What follows belongs to an exercise in optimizing a design on an open flow for small area; a production flow would make more cautious choices. The RTL was checked by simulation tests, not by an equivalence proof against the original design.

==> module FP_MUL, before the edit <==
module FP_MUL(
	input [16:0] opA_i, opB_i,
	input [9:0] mA_i, mB_i,             
	input [2:0] fA_i,                   
	output [15:0] MUL_o
);
	wire sA = opA_i[16], sB = opB_i[16];
	wire [5:0] qA = opA_i[15:10], qB = opB_i[15:10];
	wire sat  = fA_i[2] | (&qB);
	wire zero = fA_i[1] | ~(qB[5] | qB[4]);
	wire denA = fA_i[0];
	wire denB = ~qB[5] | ~(|qB[4:0]);
	wire sign = sA ^ sB;
	wire [12:0] Ph;
	MUL11 um(.a(mA_i), .b(mB_i), .na(opA_i[9:0]), .nb(opB_i[9:0]), .p(Ph));
	wire lzn = ~Ph[12];
	genvar i;
	wire [6:0] qs;
	wire [6:0] cq;
	HA_CELL hq(.a(qA[0]), .b(qB[0]), .s(qs[0]), .co(cq[1]));
	generate for (i = 1; i < 6; i = i + 1) begin : g_q
		FA_CELL fq(.a(qA[i]), .b(qB[i]), .c(cq[i]), .s(qs[i]), .co(cq[i+1]));
	end endgenerate
	assign qs[6] = cq[6];
	wire [7:0] K = {6'b101100, ~lzn, lzn};
	wire [7:0] qx = {1'b0, qs};
	wire [7:0] Ep;
	wire [8:0] ck;
	assign ck[0] = 1'b0;
	generate for (i = 0; i < 8; i = i + 1) begin : g_k
		assign Ep[i] = qx[i] ^ K[i] ^ ck[i];
		assign ck[i+1] = (qx[i] & K[i]) | (ck[i] & (qx[i] ^ K[i]));
	end endgenerate
	wire lz0 = ~denA & ~denB & Ph[12];
	wire Epos = ~Ep[7] & (|Ep[6:0]);
	wire Ege31 = ~Ep[7] & ((|Ep[6:5]) | (&Ep[4:0]));
	wire den = ~lz0 & ~Epos;
	wire [4:0] expo = lz0 ? (Ege31 ? 5'd31 : Ep[4:0]) : (Epos ? Ep[4:0] : 5'd0);
	wire [6:0] nq = ~qs;
	wire [6:0] k80 = 7'd81;
	wire [6:0] am;
	wire [7:0] ca;
	assign ca[0] = 1'b0;
	generate for (i = 0; i < 7; i = i + 1) begin : g_am
		assign am[i] = nq[i] ^ k80[i] ^ ca[i];
		assign ca[i+1] = (nq[i] & k80[i]) | (ca[i] & (nq[i] ^ k80[i]));
	end endgenerate
	wire big = |am[6:4];
	wire [3:0] amt = den ? (am[3:0] | {4{big}}) : {3'b000, Ph[12]};
	wire [12:0] r1 = amt[0] ? {1'b0, Ph[12:1]} : Ph;
	wire [12:0] r2 = amt[1] ? {2'b0, r1[12:2]} : r1;
	wire [12:0] r3 = amt[2] ? {4'b0, r2[12:4]} : r2;
	wire [11:0] r4 = amt[3] ? {4'b0, r3[12:8]} : r3[11:0];
	wire [11:0] D = r4;
	wire [10:0] X11 = D[11:1];
	wire rb = D[0];
	wire [11:0] T;
	wire [11:0] cr;
	assign cr[0] = rb;
	generate for (i = 0; i < 10; i = i + 1) begin : g_r
		HA_CELL hr(.a(X11[i]), .b(cr[i]), .s(T[i]), .co(cr[i+1]));
	end endgenerate
	assign T[10] = X11[10] ^ cr[10];
	assign T[11] = 1'b0;               
	wire ovf = rb & ~(|(X11 & T[10:0]));
	wire [9:0] Mo = ovf ? T[10:1] : T[9:0];
	assign MUL_o = sat ? 16'h7C00 : (zero ? {sign, 15'b0} : {sign, expo, Mo});
endmodule
==> module macrow4, before the edit <==
module macrow4(
	input clk, 
	input reset_n, 
	input enX, 
	input [3:0] enW, 
	input [15:0] X_i, W_i,
	output valid_o, 
	output [15:0] Y_o
);
	wire [15:0] xq, wq;
	FP_NORM nx(.in_i(X_i), .out_o(xq));
	FP_NORM nw(.in_i(W_i), .out_o(wq));
	wire [16:0] xn = {X_i[15], xq};
	wire [16:0] wn = {W_i[15], wq};
	reg [16:0] Xin;
	reg [16:0] W0, W1, W2, W3;
	reg [15:0] M0, M1, M2, M3;
	reg [15:0] S0, S1, S2, S3;
	reg [2:0] count;
	reg v1, v2;
	always @(posedge clk)
		if (enX) Xin <= xn;
	always @(posedge clk or negedge reset_n) begin
		if (~reset_n) begin
			W0 <= 17'd0;
			W1 <= 17'd0;
			W2 <= 17'd0;
			W3 <= 17'd0;
		end else begin
			case (enW)
				4'b0001: W0 <= wn;
				4'b0010: W1 <= wn;
				4'b0100: W2 <= wn;
				4'b1000: W3 <= wn;
				default: ;
			endcase
		end
	end
	wire [9:0] xm = ~Xin[9:0];
	wire [9:0] w0m = ~W0[9:0], w1m = ~W1[9:0], w2m = ~W2[9:0], w3m = ~W3[9:0];
	wire [5:0] xqq = Xin[15:10];
	wire [2:0] xf = {&xqq, ~(xqq[5] | xqq[4]), ~xqq[5] | ~(|xqq[4:0])};
	wire [15:0] m0, m1, m2, m3, s0, s1, s2, s3;
	FP_MUL u1(.opA_i(Xin), .opB_i(W0), .mA_i(xm), .mB_i(w0m), .fA_i(xf), .MUL_o(m0));
	FP_MUL u2(.opA_i(Xin), .opB_i(W1), .mA_i(xm), .mB_i(w1m), .fA_i(xf), .MUL_o(m1));
	FP_MUL u3(.opA_i(Xin), .opB_i(W2), .mA_i(xm), .mB_i(w2m), .fA_i(xf), .MUL_o(m2));
	FP_MUL u4(.opA_i(Xin), .opB_i(W3), .mA_i(xm), .mB_i(w3m), .fA_i(xf), .MUL_o(m3));
	wire [4:0] e0 = M0[14:10];
	assign s0 = (&e0) ? 16'h7C00 : (|e0) ? M0 : {M0[15] & (|M0[9:0]), 14'b0, &M0[9:0]};
	FP_ADD  a2(.opA_i(M1), .opB_i(S0), .ADD_o(s1));
	FP_ADD  a3(.opA_i(M2), .opB_i(S1), .ADD_o(s2));
	FP_ADD  a4(.opA_i(M3), .opB_i(S2), .ADD_o(s3));
	always @(posedge clk) begin
		M0 <= m0;
		M1 <= m1;
		M2 <= m2;
		M3 <= m3;
		S0 <= s0;
		S1 <= s1;
		S2 <= s2;
		S3 <= s3;
	end
	always @(posedge clk or negedge reset_n) begin
		if (~reset_n) begin
			count <= 3'd0;
			v1 <= 1'b0;
			v2 <= 1'b0;
		end else begin
			if (enX && !count[2]) count <= count + 3'd1;
			v1 <= count[2];
			v2 <= v1;
		end
	end
	assign valid_o = v2;
	assign Y_o = S3;
endmodule
Settings: LEC_CHECK=0, ABC_AREA=1, CAP_MARGIN=20, CORE_MARGIN=2, CORE_UTILIZATION=40, SLEW_MARGIN=20, SYNTH_HIERARCHICAL=1; clock period 24.0 ns.
standard.sh (not shown) runs the stock make flow with config.mk's settings and CLKGATE_MAP_FILE= SYNTH_SCRIPT=/design/flow/synth_recipe.tcl, a recipe that flattens the netlist after the stock synthesis.
==> flow/flow/run.sh <==
#!/bin/bash
set -o pipefail
here=$(pwd)
cp standard.sh standard_sh.copy.log
rm -rf "$here/scripts_mod"
cp -r "$FLOW_HOME/scripts" "$here/scripts_mod"
cp "$here/flow/abc_area.script" "$here/scripts_mod/abc_area.script"
export SCRIPTS_DIR="$here/scripts_mod"
export BUFFER_PORTS_ARGS="-buffer_cell sky130_fd_sc_hd__buf_1"
export CTS_ARGS="-sink_clustering_enable -repair_clock_nets -dont_use_dummy_load -buf_list sky130_fd_sc_hd__clkbuf_16 -sink_clustering_size 26 -sink_clustering_max_diameter 100"
bash standard.sh > standard.log 2>&1
status=$?
cp -r orfs/logs tool_logs 2>/dev/null
exit $status
==> flow/flow/abc_area.script <==
strash
dc2
dch -f
amap
topo
Change:
--- a/flow/design.v
+++ b/flow/design.v
@@ -61,14 +61,13 @@
 module FP_MUL(
 	input [16:0] opA_i, opB_i,
 	input [9:0] mA_i, mB_i,             
-	input [2:0] fA_i,                   
 	output [15:0] MUL_o
 );
 	wire sA = opA_i[16], sB = opB_i[16];
 	wire [5:0] qA = opA_i[15:10], qB = opB_i[15:10];
-	wire sat  = fA_i[2] | (&qB);
-	wire zero = fA_i[1] | ~(qB[5] | qB[4]);
-	wire denA = fA_i[0];
+	wire sat  = (&qA) | (&qB);
+	wire zero = ~(qA[5] | qA[4]) | ~(qB[5] | qB[4]);
+	wire denA = ~qA[5] | ~(|qA[4:0]);
 	wire denB = ~qB[5] | ~(|qB[4:0]);
 	wire sign = sA ^ sB;
 	wire [12:0] Ph;
@@ -105,23 +104,22 @@
 		assign am[i] = nq[i] ^ k80[i] ^ ca[i];
 		assign ca[i+1] = (nq[i] & k80[i]) | (ca[i] & (nq[i] ^ k80[i]));
 	end endgenerate
-	wire big = |am[6:4];
-	wire [3:0] amt = den ? (am[3:0] | {4{big}}) : {3'b000, Ph[12]};
+	wire [3:0] amt = den ? am[3:0] : {3'b000, Ph[12]};
+	wire big = den & (|am[6:4]);
 	wire [12:0] r1 = amt[0] ? {1'b0, Ph[12:1]} : Ph;
 	wire [12:0] r2 = amt[1] ? {2'b0, r1[12:2]} : r1;
 	wire [12:0] r3 = amt[2] ? {4'b0, r2[12:4]} : r2;
 	wire [11:0] r4 = amt[3] ? {4'b0, r3[12:8]} : r3[11:0];
-	wire [11:0] D = r4;
+	wire [11:0] D = big ? 12'd0 : r4;
 	wire [10:0] X11 = D[11:1];
 	wire rb = D[0];
 	wire [11:0] T;
 	wire [11:0] cr;
 	assign cr[0] = rb;
-	generate for (i = 0; i < 10; i = i + 1) begin : g_r
+	generate for (i = 0; i < 11; i = i + 1) begin : g_r
 		HA_CELL hr(.a(X11[i]), .b(cr[i]), .s(T[i]), .co(cr[i+1]));
 	end endgenerate
-	assign T[10] = X11[10] ^ cr[10];
-	assign T[11] = 1'b0;               
+	assign T[11] = cr[11];
 	wire ovf = rb & ~(|(X11 & T[10:0]));
 	wire [9:0] Mo = ovf ? T[10:1] : T[9:0];
 	assign MUL_o = sat ? 16'h7C00 : (zero ? {sign, 15'b0} : {sign, expo, Mo});
@@ -505,13 +503,11 @@
 	end
 	wire [9:0] xm = ~Xin[9:0];
 	wire [9:0] w0m = ~W0[9:0], w1m = ~W1[9:0], w2m = ~W2[9:0], w3m = ~W3[9:0];
-	wire [5:0] xqq = Xin[15:10];
-	wire [2:0] xf = {&xqq, ~(xqq[5] | xqq[4]), ~xqq[5] | ~(|xqq[4:0])};
 	wire [15:0] m0, m1, m2, m3, s0, s1, s2, s3;
-	FP_MUL u1(.opA_i(Xin), .opB_i(W0), .mA_i(xm), .mB_i(w0m), .fA_i(xf), .MUL_o(m0));
-	FP_MUL u2(.opA_i(Xin), .opB_i(W1), .mA_i(xm), .mB_i(w1m), .fA_i(xf), .MUL_o(m1));
-	FP_MUL u3(.opA_i(Xin), .opB_i(W2), .mA_i(xm), .mB_i(w2m), .fA_i(xf), .MUL_o(m2));
-	FP_MUL u4(.opA_i(Xin), .opB_i(W3), .mA_i(xm), .mB_i(w3m), .fA_i(xf), .MUL_o(m3));
+	FP_MUL u1(.opA_i(Xin), .opB_i(W0), .mA_i(xm), .mB_i(w0m), .MUL_o(m0));
+	FP_MUL u2(.opA_i(Xin), .opB_i(W1), .mA_i(xm), .mB_i(w1m), .MUL_o(m1));
+	FP_MUL u3(.opA_i(Xin), .opB_i(W2), .mA_i(xm), .mB_i(w2m), .MUL_o(m2));
+	FP_MUL u4(.opA_i(Xin), .opB_i(W3), .mA_i(xm), .mB_i(w3m), .MUL_o(m3));
 	wire [4:0] e0 = M0[14:10];
 	assign s0 = (&e0) ? 16'h7C00 : (|e0) ? M0 : {M0[15] & (|M0[9:0]), 14'b0, &M0[9:0]};
 	FP_ADD  a2(.opA_i(M1), .opB_i(S0), .ADD_o(s1));
The new run finished clean. Count of clock-buffer cells in the layout fell by 6. Register-to-register slack is about the same. Clock skew rose by 0.0095 ns. Synthesized area rose by 0.41%. Setup slack got worse by 0.015 ns.

static timing again, ports no longer ideal:
Ports are ideal in the flow. The routed layouts listed here were re-timed in OpenROAD.
Step 1 (the two cells are an assumption about what drives the block):
set clk [get_ports {clk}]
set_driving_cell -lib_cell sky130_fd_sc_hd__clkbuf_16 $clk
set_driving_cell -lib_cell sky130_fd_sc_hd__buf_2 [delete_from_list [all_inputs] $clk]
Step 2 also shifts input and output timing later by t, the mid clock arrival at the registers, as if the neighbouring blocks saw the same clock.
a / b / c = ideal ports / drivers / drivers and shift; a / b = the first two.
run	shift t [ns]	slack for setup (ns)	worst hold slack (ns)	worst data-port slew with drivers (ns)	pins driven straight from the clock port
the first run	0.573	6.063 / 6.063 / 6.063	0.365 / 0.365 / 0.365	0.05	1
the second run	0.557	6.048 / 6.048 / 6.048	0.349 / 0.349 / 0.349	0.03	1
After both steps setup and hold are still met in every run listed.
